Source: an optimization exercise on an open RTL-to-GDS flow (aim: small area and few clock cycles). Production flows keep margins and buffers that such runs may drop. RTL that was checked went through simulation tests only; none was proved equivalent to the original. Power is estimated from default activity; no workload was simulated.

rev 12:
==> module data_pipe_nto1, before the edit <==
module data_pipe_nto1 #(
    parameter   DSIZE   = 8,
    parameter   NSIZE   = 8
)(
    input                           clock,
    input                           rst_n,
    input [DSIZE*NSIZE-1:0]         wr_data,
    input                           wr_vld,
    output logic                    wr_ready,
    output logic[DSIZE-1:0]         rd_data,
    output logic                    rd_vld,
    input                           rd_ready
);
localparam CW = 3;    
localparam SW = DSIZE*(NSIZE-1);
logic [CW-1:0]  cnt;
logic [SW-1:0]  st;          
logic [SW-1:0]  st_nxt;
logic           inv;         
logic           empty;
logic           fire;
logic           ld, sh, hd;
assign empty    = (cnt == {CW{1'b0}});
assign wr_ready = empty && rd_ready && rst_n;
assign rd_vld   = !empty || (wr_vld && wr_ready);
assign fire     = rd_vld && rd_ready;
generate for (genvar B = 0; B < DSIZE; B++) begin : g_out
    out_bit u_out (.w(wr_data[DSIZE*(NSIZE-1) + B]), .s(st[SW-DSIZE + B]), .inv(inv),
                   .pass(empty), .y(rd_data[B]));
end endgenerate
always @(posedge clock, negedge rst_n)
    if (!rst_n)     cnt <= {CW{1'b0}};
    else            cnt <= {cnt[2] ^ (fire && cnt[1] && cnt[0]),
                            cnt[1] ^ (fire && cnt[0]),
                            cnt[0] ^ fire};
assign ld = empty;
assign sh = !empty && rd_ready;
assign hd = !empty && !rd_ready;
genvar K;
generate for (K = 0; K < SW; K++) begin : g_st
    aoi222 u_nxt (.a(wr_data[K]), .sa(ld), .b(st[(K+SW-DSIZE) % SW]), .sb(sh),
                  .c(st[K]), .sc(hd), .y(st_nxt[K]));
end endgenerate
always @(posedge clock) begin
    st  <= st_nxt;
    inv <= empty || !inv;
end
endmodule
==> flow/config.mk <==
export PLATFORM = sky130hd
export DESIGN_NAME = data_pipe_nto1
export DESIGN_NICKNAME = data_pipe_nto1
export VERILOG_FILES = /design/flow/design.v
export SDC_FILE = /design/flow/constraint.sdc
export NUM_CORES = 4
export LEC_CHECK = 0
export CAP_MARGIN = 0
export CORE_MARGIN = 2
export CORE_UTILIZATION = 40
export PLACE_DENSITY = 0.6
export SLEW_MARGIN = 0
export SYNTH_HIERARCHICAL = 1
==> flow/constraint.sdc <==
create_clock -name core_clock -period 5.0 [get_ports {clock}]
set_input_delay 1.0000 -clock core_clock [delete_from_list [all_inputs] [get_ports {clock}]]
set_output_delay 1.0000 -clock core_clock [all_outputs]
set_load 0.01 [all_outputs]
standard.sh (not shown) runs the stock make flow with config.mk's settings and CLKGATE_MAP_FILE= SYNTH_SCRIPT=/design/flow/synth_recipe.tcl, a recipe that flattens the netlist after the stock synthesis.
==> flow/flow/run.sh <==
#!/bin/bash
export BUFFER_PORTS_ARGS="-buffer_cell sky130_fd_sc_hd__buf_1"
export CTS_ARGS="-sink_clustering_enable -repair_clock_nets -dont_use_dummy_load -sink_clustering_size 32 -sink_clustering_max_diameter 200 -sink_clustering_levels 1 -buf_list sky130_fd_sc_hd__clkbuf_4 -root_buf sky130_fd_sc_hd__clkbuf_4"
bash standard.sh > standard.log 2>&1
Testbench counts of rev 12, summed over its fixed seeds: cycles 25,600.
Relative to rev 12, the following input files were edited for rev 13:
--- a/flow/design.v
+++ b/flow/design.v
@@ -299,5 +299,5 @@
 assign ld = empty;
 assign sh = !empty && rd_ready;
-assign hd = !empty && !rd_ready;
+assign hd = !rd_ready;
 genvar K;
 generate for (K = 0; K < SW; K++) begin : g_st
--- outcome ---
Total power draw (rev 13 vs. rev 12) decreases by a few percent
Taking rev 12 as the reference point, the smallest hold slack of rev 13 rises by 0.0077 ns.
Rev 13 vs rev 12: wire length down in rev 13
The run with more setup slack is rev 13; rev 12 has less.
Compared to rev 12, rev 13 reaches a higher achievable clock.
Share of synthesized cell area in full adder, half adder and majority cells delta (rev 12 -> rev 13): insignificant
Between rev 13 and rev 12, the chip height does not differ in any meaningful way.
Testbench counts of rev 13, summed over its fixed seeds: cycles 25,600.


Another version of the RTL of data_pipe_nto1 (not shown whole).
Size in the first run: about 120 cells after synthesis, ~59 flip-flops, about 78 I/O pins, ~0.0022 mm^2 of cells after synthesis.
==> module data_pipe_nto1, before the edit <==
module data_pipe_nto1 #(
    parameter   DSIZE   = 8,
    parameter   NSIZE   = 8
)(
    input                           clock,
    input                           rst_n,
    input [DSIZE*NSIZE-1:0]         wr_data,
    input                           wr_vld,
    output logic                    wr_ready,
    output logic[DSIZE-1:0]         rd_data,
    output logic                    rd_vld,
    input                           rd_ready
);
localparam CW = 3;    
logic [CW-1:0]              cnt;
logic [DSIZE*(NSIZE-1)-1:0] st;
logic                       empty;
logic [NSIZE-1:0]           oh;
assign empty    = (cnt == {CW{1'b0}});
assign wr_ready = empty && rd_ready && rst_n;
assign rd_vld   = !empty || (wr_vld && wr_ready);
genvar K;
generate for (K = 0; K < NSIZE; K++) begin : g_oh
    assign oh[K] = (cnt == K);
end endgenerate
byte_sel #(.DSIZE(DSIZE), .NSIZE(NSIZE)) u_sel (
    .oh     (oh),
    .din    ({st, wr_data[DSIZE*NSIZE-1 -: DSIZE]}),
    .dout   (rd_data)
);
logic [CW-1:0] cnt_nxt;
assign cnt_nxt[0] = empty ? (wr_vld && rd_ready) : (cnt[0] ^ rd_ready);
assign cnt_nxt[1] = empty ? (wr_vld && rd_ready) : (cnt[1] ^ (rd_ready && !cnt[0]));
assign cnt_nxt[2] = empty ? (wr_vld && rd_ready) : (cnt[2] ^ (rd_ready && !cnt[0] && !cnt[1]));
always @(posedge clock, negedge rst_n)
    if (!rst_n) cnt <= {CW{1'b0}};
    else        cnt <= cnt_nxt;
always @(posedge clock)
    if (empty) st <= wr_data[DSIZE*(NSIZE-1)-1:0];
endmodule
export LEC_CHECK = 0
export CAP_MARGIN = 20
export CORE_MARGIN = 2
export CORE_UTILIZATION = 40
export PLACE_DENSITY = 0.6
export SLEW_MARGIN = 20
export SYNTH_HIERARCHICAL = 1
create_clock -name core_clock -period 5.0 [get_ports {clock}]
Scripts as last shown in full above: flow/flow/run.sh
Testbench counts at the start, summed over its fixed seeds: cycles 25,600.
Change:
--- a/flow/design.v
+++ b/flow/design.v
@@ -278,28 +278,41 @@
 logic [CW-1:0]              cnt;
 logic [DSIZE*(NSIZE-1)-1:0] st;
 logic                       empty;
+logic                       fire;
 logic [NSIZE-1:0]           oh;
-assign empty    = (cnt == {CW{1'b0}});
+logic [DSIZE*NSIZE-1:0]     bytes;
+assign empty    = oh[0];
 assign wr_ready = empty && rd_ready && rst_n;
 assign rd_vld   = !empty || (wr_vld && wr_ready);
+assign fire     = rd_vld && rd_ready;
 genvar K;
 generate for (K = 0; K < NSIZE; K++) begin : g_oh
-    assign oh[K] = (cnt == K);
+    assign oh[K] = (K & 4 ? cnt[2] : !cnt[2]) && (K & 2 ? cnt[1] : !cnt[1]) && (K & 1 ? cnt[0] : !cnt[0]);
+    if (K == 0) begin : g_pass
+        assign bytes[DSIZE*K +: DSIZE] = wr_data[DSIZE*NSIZE-1 -: DSIZE];
+    end else begin : g_st
+        assign bytes[DSIZE*K +: DSIZE] = st[DSIZE*(NSIZE-K)-1 -: DSIZE];
+    end
 end endgenerate
 byte_sel #(.DSIZE(DSIZE), .NSIZE(NSIZE)) u_sel (
     .oh     (oh),
-    .din    ({st, wr_data[DSIZE*NSIZE-1 -: DSIZE]}),
+    .din    (bytes),
     .dout   (rd_data)
 );
-logic [CW-1:0] cnt_nxt;
-assign cnt_nxt[0] = empty ? (wr_vld && rd_ready) : (cnt[0] ^ rd_ready);
-assign cnt_nxt[1] = empty ? (wr_vld && rd_ready) : (cnt[1] ^ (rd_ready && !cnt[0]));
-assign cnt_nxt[2] = empty ? (wr_vld && rd_ready) : (cnt[2] ^ (rd_ready && !cnt[0] && !cnt[1]));
 always @(posedge clock, negedge rst_n)
-    if (!rst_n) cnt <= {CW{1'b0}};
-    else        cnt <= cnt_nxt;
+    if (!rst_n)     cnt <= {CW{1'b0}};
+    else            cnt <= {cnt[2] ^ (fire && cnt[1] && cnt[0]),
+                            cnt[1] ^ (fire && cnt[0]),
+                            cnt[0] ^ fire};
+logic                       ld, hd;
+logic [DSIZE*(NSIZE-1)-1:0] st_nxt;
+assign ld = empty;
+assign hd = !empty;
+generate for (K = 0; K < DSIZE*(NSIZE-1); K++) begin : g_hold
+    ao22 u_hold (.a(wr_data[K]), .sa(ld), .b(st[K]), .sb(hd), .y(st_nxt[K]));
+end endgenerate
 always @(posedge clock)
-    if (empty) st <= wr_data[DSIZE*(NSIZE-1)-1:0];
+    st <= st_nxt;
 endmodule
 module byte_sel #(
     parameter   DSIZE   = 8,
@@ -328,3 +341,9 @@
 );
 assign y = !((a && sa) || (b && sb) || (c && sc));
 endmodule
+module ao22 (
+    input   a, sa, b, sb,
+    output  y
+);
+assign y = (a && sa) || (b && sb);
+endmodule
Effect: The changed run finished with timing, DRC and antenna clean; fmax rises by 5.8%; routed wire length climbs by 13%; cell count climbs by 20%; synthesized cell count grows by 49%; first-iteration DRC count rises by 53%; power goes up by 34%; sequential share of layout area goes down by 20 points; critical path depth is unchanged; register-to-register slack gets worse by 0.33 ns.
No functional check of the RTL was part of the second run of this note.

[afterwards: timing with drivers on the ports]
Ports are ideal in the flow. The routed layouts listed here were re-timed in OpenROAD.
Step 1: set_driving_cell puts a clkbuf_16 on clock and a buf_2 on each other input, an assumption about the parent block.
Step 2 also shifts input and output timing later by t, the mid clock arrival at the registers, as if the neighbouring blocks saw the same clock.
Slacks: ideal / step 1 / step 2; pairs: ideal / step 1.
| run | shift t [ns] | slack for setup (ns) | worst setup path at the end | slew at the worst register clock pin (ns) |
|---|---|---|---|---|
| rev 12 | 0.387 | 2.125 / 2.101 / 2.375 | input to output | 0.09 / 0.09 |
| rev 13 | 0.389 | 2.269 / 2.245 / 2.395 | input to register | 0.10 / 0.10 |
| the first run of note 2 | 0.404 | 1.416 / 1.393 / 1.797 | register to output | 0.10 / 0.10 |
| the second run of note 2 | 0.386 | 1.613 / 1.589 / 1.975 | register to output | 0.10 / 0.10 |
After both steps setup and hold are still met in every run listed.
